Background: an optimization exercise with open tools, aiming at small area and a short achievable clock period. Do not read the settings as production practice. Function was checked by simulation only, so behaviour that the tests miss may differ from the original.

== rev 12 ==
==> flow/design.v <==
module SPImem(din, rx_valid, clk, rst_n, dout, tx_valid);
	input rx_valid, clk, rst_n;
	input [9:0] din;
	output [7:0] dout;
	output reg tx_valid;
	reg [7:0] addr;
	reg sent;
	reg [7:0] data;       
	reg wpend;            
	reg [3:0] cnt;        
	reg hit;              
	reg ins, keep_n;      
	reg [2047:0] ring;    
	wire lap = cnt[3];
	wire [255:0] tap = ring[2047:1792];
	wire wr = rx_valid && din[9:8] == 2'b01;
	wire ld = rx_valid && !din[8];
	wire hit_next = cnt[2:0] + 3'd1 == addr[2:0];
	wire wpend_next = wr || (wpend && !ins);
	wire [7:0] wdata = data ^ {8{lap}};
	assign dout = data;
	reg [255:0] first;
	reg [7:0] tapbyte;
	reg sel, keep;
	integer r;
	always @(*) begin
		tapbyte = 8'd0;
		for (r = 0; r < 32; r = r + 1) begin
			sel = ins && addr[7:3] == r;
			keep = keep_n || addr[7:3] != r;
			tapbyte = tapbyte | (tap[r*8 +: 8] & {8{addr[7:3] == r}});
			first[r*8 +: 8] = ~((tap[r*8 +: 8] | {8{sel}}) & (wdata | {8{keep}}));
		end
	end
	always @(posedge clk) begin
		ring <= {ring[1791:0], first};
		cnt <= cnt + 4'd1;
		hit <= hit_next;
		ins <= hit_next && wpend_next;
		keep_n <= !(hit_next && wpend_next);
		wpend <= wpend_next;
		if (ld)
			addr <= din[7:0];
		if (wr)
			data <= din[7:0];
		else if (hit && !wpend)
			data <= tapbyte ^ {8{lap}};
	end
	always @(posedge clk or negedge rst_n) begin
		if (~rst_n) begin
			tx_valid <= 0;
			sent <= 0;
		end
		else if (rx_valid && din[9:8] != 2'b11) begin
			tx_valid <= 0;
			if (din[9:8] != 2'b01)
				sent <= ~din[9];
		end
		else if (rx_valid && din[9:8] == 2'b11 && sent == 0) begin
			tx_valid <= 1;
			sent <= 1;
		end
		else begin
			tx_valid <= 0;
		end
	end
endmodule
module SPIslav(MOSI, MISO, SS_n, clk, rst_n, rx_data, rx_valid, tx_data, tx_valid);
	parameter IDLE=3'b000, CHK_CMD=3'b001, WRITE=3'b010, READ_ADD=3'b011, READ_DATA=3'b100;
	input MOSI, SS_n, tx_valid, clk, rst_n;
	output reg MISO, rx_valid;
	input [7:0] tx_data;
	output [9:0] rx_data;    
	reg [2:0] cs;
	reg readflag;
	reg [3:0] counter;
	reg [9:0] sr;            
	wire last = counter == 4'd9;
	assign rx_data = sr;
	always @(posedge clk) begin
		if (~SS_n) begin
			if ((cs == WRITE || cs == READ_ADD || (cs == READ_DATA && readflag)))
				sr <= {sr[8:0], MOSI};
			else if (cs == READ_DATA && !readflag && !last) begin
				if (tx_valid)
					sr[8:1] <= tx_data;
				else
					sr[7:2] <= sr[6:1];
			end
		end
	end
	always @(posedge clk or negedge rst_n) begin
		if (~rst_n) begin
			MISO <= 0;
			counter <= 0;
			readflag <= 0;
			rx_valid <= 0;
			cs <= IDLE;
		end
		else if (SS_n) begin
			cs <= IDLE;
			rx_valid <= 0;
			MISO <= 0;
			counter <= 0;
		end
		else begin
			case (cs)
				IDLE: begin
					cs <= CHK_CMD;
					rx_valid <= 0;
					MISO <= 0;
				end
				CHK_CMD: begin
					cs <= !MOSI ? WRITE : !readflag ? READ_ADD : READ_DATA;
					rx_valid <= 0;
					MISO <= 0;
				end
				WRITE, READ_ADD: begin
					counter <= last ? 4'd0 : counter + 4'd1;
					rx_valid <= last;
					MISO <= 0;
					if (last && cs == READ_ADD)
						readflag <= 1;
				end
				READ_DATA: begin
					if (readflag) begin
						if (!last)
							counter <= counter + 4'd1;
						else
							readflag <= 0;
						rx_valid <= last;
						MISO <= 0;
					end
					else begin
						rx_valid <= 0;
						if (last)
							counter <= 0;
						else if (tx_valid)
							MISO <= tx_data[7];
						else
							MISO <= sr[7];
					end
				end
				default: begin
					cs <= IDLE;
					rx_valid <= 0;
					MISO <= 0;
					counter <= 0;
				end
			endcase
		end
	end
endmodule
module SPIwrap(MOSI, SCK, SS_n, rst_n, MISO);
	input MOSI, SCK, SS_n, rst_n;
	output MISO;
	wire rx_valid, tx_valid;
	wire [7:0] tx_data;
	wire [9:0] rx_data;
	SPImem SPImem1(rx_data, rx_valid, SCK, rst_n, tx_data, tx_valid);
	SPIslav SPIslav1(MOSI, MISO, SS_n, SCK, rst_n, rx_data, rx_valid, tx_data, tx_valid);
endmodule
clock: 6.0 ns
lec_check: 0
cap_margin: 20
core_margin: 2
core_utilization: 60
cts_buf_list: sky130_fd_sc_hd__clkbuf_16
cts_cluster_diameter: 100
cts_cluster_size: 32
setup_slack_margin: 3.6
slew_margin: 20
synth_memory_max_bits: 4096
run.sh (not shown) runs the stock make flow with config.mk's settings and CLKGATE_MAP_FILE= SYNTH_SCRIPT=/design/flow/synth_recipe.tcl, a recipe that flattens the netlist after the stock synthesis.
diff inputs: rev 12 => rev 13
==> flow/design.v, changed modules only <==
module SPImem(din, rx_valid, clk, rst_n, dout, tx_valid);
	input rx_valid, clk, rst_n;
	input [9:0] din;
	output [7:0] dout;
	output reg tx_valid;
	reg [7:0] addr;
	reg sent;
	reg [7:0] data;       
	reg dpol;             
	reg wpend;            
	reg [3:0] cnt;        
	reg hit;              
	reg ins, keep_n;      
	reg [7:0] tcap;       
	reg tpol;             
	reg capn;             
	reg [2047:0] ring;    
	wire lap = cnt[3];
	wire [255:0] tap = ring[2047:1792];
	wire wr = rx_valid && din[9:8] == 2'b01;
	wire ld = rx_valid && !din[8];
	wire hit_next = cnt[2:0] + 3'd1 == addr[2:0];
	wire wpend_next = wr || (wpend && !ins);
	wire [7:0] wdata = data ^ {8{lap}};    
	assign dout = data ^ {8{dpol}};
	reg [255:0] first;
	reg [7:0] tapbyte;
	reg sel, keep;
	integer r;
	always @(*) begin
		tapbyte = 8'd0;
		for (r = 0; r < 32; r = r + 1) begin
			sel = ins && addr[7:3] == r;
			keep = keep_n || addr[7:3] != r;
			tapbyte = tapbyte | (tap[r*8 +: 8] & {8{addr[7:3] == r}});
			first[r*8 +: 8] = ~((tap[r*8 +: 8] | {8{sel}}) & (wdata | {8{keep}}));
		end
	end
	always @(posedge clk) begin
		ring <= {ring[1791:0], first};
		cnt <= cnt + 4'd1;
		hit <= hit_next;
		ins <= hit_next && wpend_next;
		keep_n <= !(hit_next && wpend_next);
		wpend <= wpend_next;
		if (ld)
			addr <= din[7:0];
		tcap <= tapbyte;
		tpol <= lap;
		capn <= hit && !wpend && !wr;
		if (wr) begin
			data <= din[7:0];
			dpol <= 1'b0;
		end
		else if (capn) begin
			data <= tcap;
			dpol <= tpol;
		end
	end
	always @(posedge clk or negedge rst_n) begin
		if (~rst_n) begin
			tx_valid <= 0;
			sent <= 0;
		end
		else if (rx_valid && din[9:8] != 2'b11) begin
			tx_valid <= 0;
			if (din[9:8] != 2'b01)
				sent <= ~din[9];
		end
		else if (rx_valid && din[9:8] == 2'b11 && sent == 0) begin
			tx_valid <= 1;
			sent <= 1;
		end
		else begin
			tx_valid <= 0;
		end
	end
endmodule
Notes after the runs:
The core outline area in rev 13 was higher than what rev 12 gave. Final worst setup slack in rev 13 vs rev 12: up 0.049 ns. Rev 13 vs rev 12 — area after synthesis climbed slightly. Relative to rev 12, the utilization of rev 13 is lower by 0.35 points. Compared to rev 12, the routing of rev 13 uses more wire. The count of clock-net buffers in the final layout in rev 13 sits 1.3% above the value recorded for rev 12. Status: worst hold slack parity (rev 13, rev 12). In the reports for rev 12 and rev 13, the smaller compound-gate portion of the synthesized area belongs to rev 12. Wire length of the first global-routing pass delta (rev 13 -> rev 12): insignificant. For the number of non-filler instances in the completed layout, rev 13 came in about 0.9% higher than rev 12 did. Sort rev 12 and rev 13 by footprint of the flip-flops and latches desc -> top: rev 13. Final layout net count came out higher on rev 13 than on rev 12. There was hardly any difference in final area between rev 12 and rev 13.

[what the ideal ports hide]
How much do the figures lean on ideal ports? The routed layouts below were timed once more, with nothing changed but the port constraints.
Step 1, drivers: a clkbuf_16 drives SCK and a buf_2 each remaining input, both assumed.
Step 2 also shifts input and output timing later by t, the mid clock arrival at the registers, as if the neighbouring blocks saw the same clock.
Slacks: no drivers / after step 1 / after step 2; pairs: no drivers / after step 1.
run	t, ns	setup slack, ns	worst register clock-pin slew, ns	worst data-port slew with drivers (ns)	pins driven straight from the clock port
rev 12	0.706	3.541 / 3.541 / 3.136	0.12 / 0.12	0.03	1
rev 13	0.710	3.590 / 3.550 / 3.032	0.12 / 0.12	0.04	1
After both steps every run listed still meets setup and hold. For rev 13, which loses most, drivers alone change the setup slack by -0.040 ns; drivers and shift together by -0.558 ns.
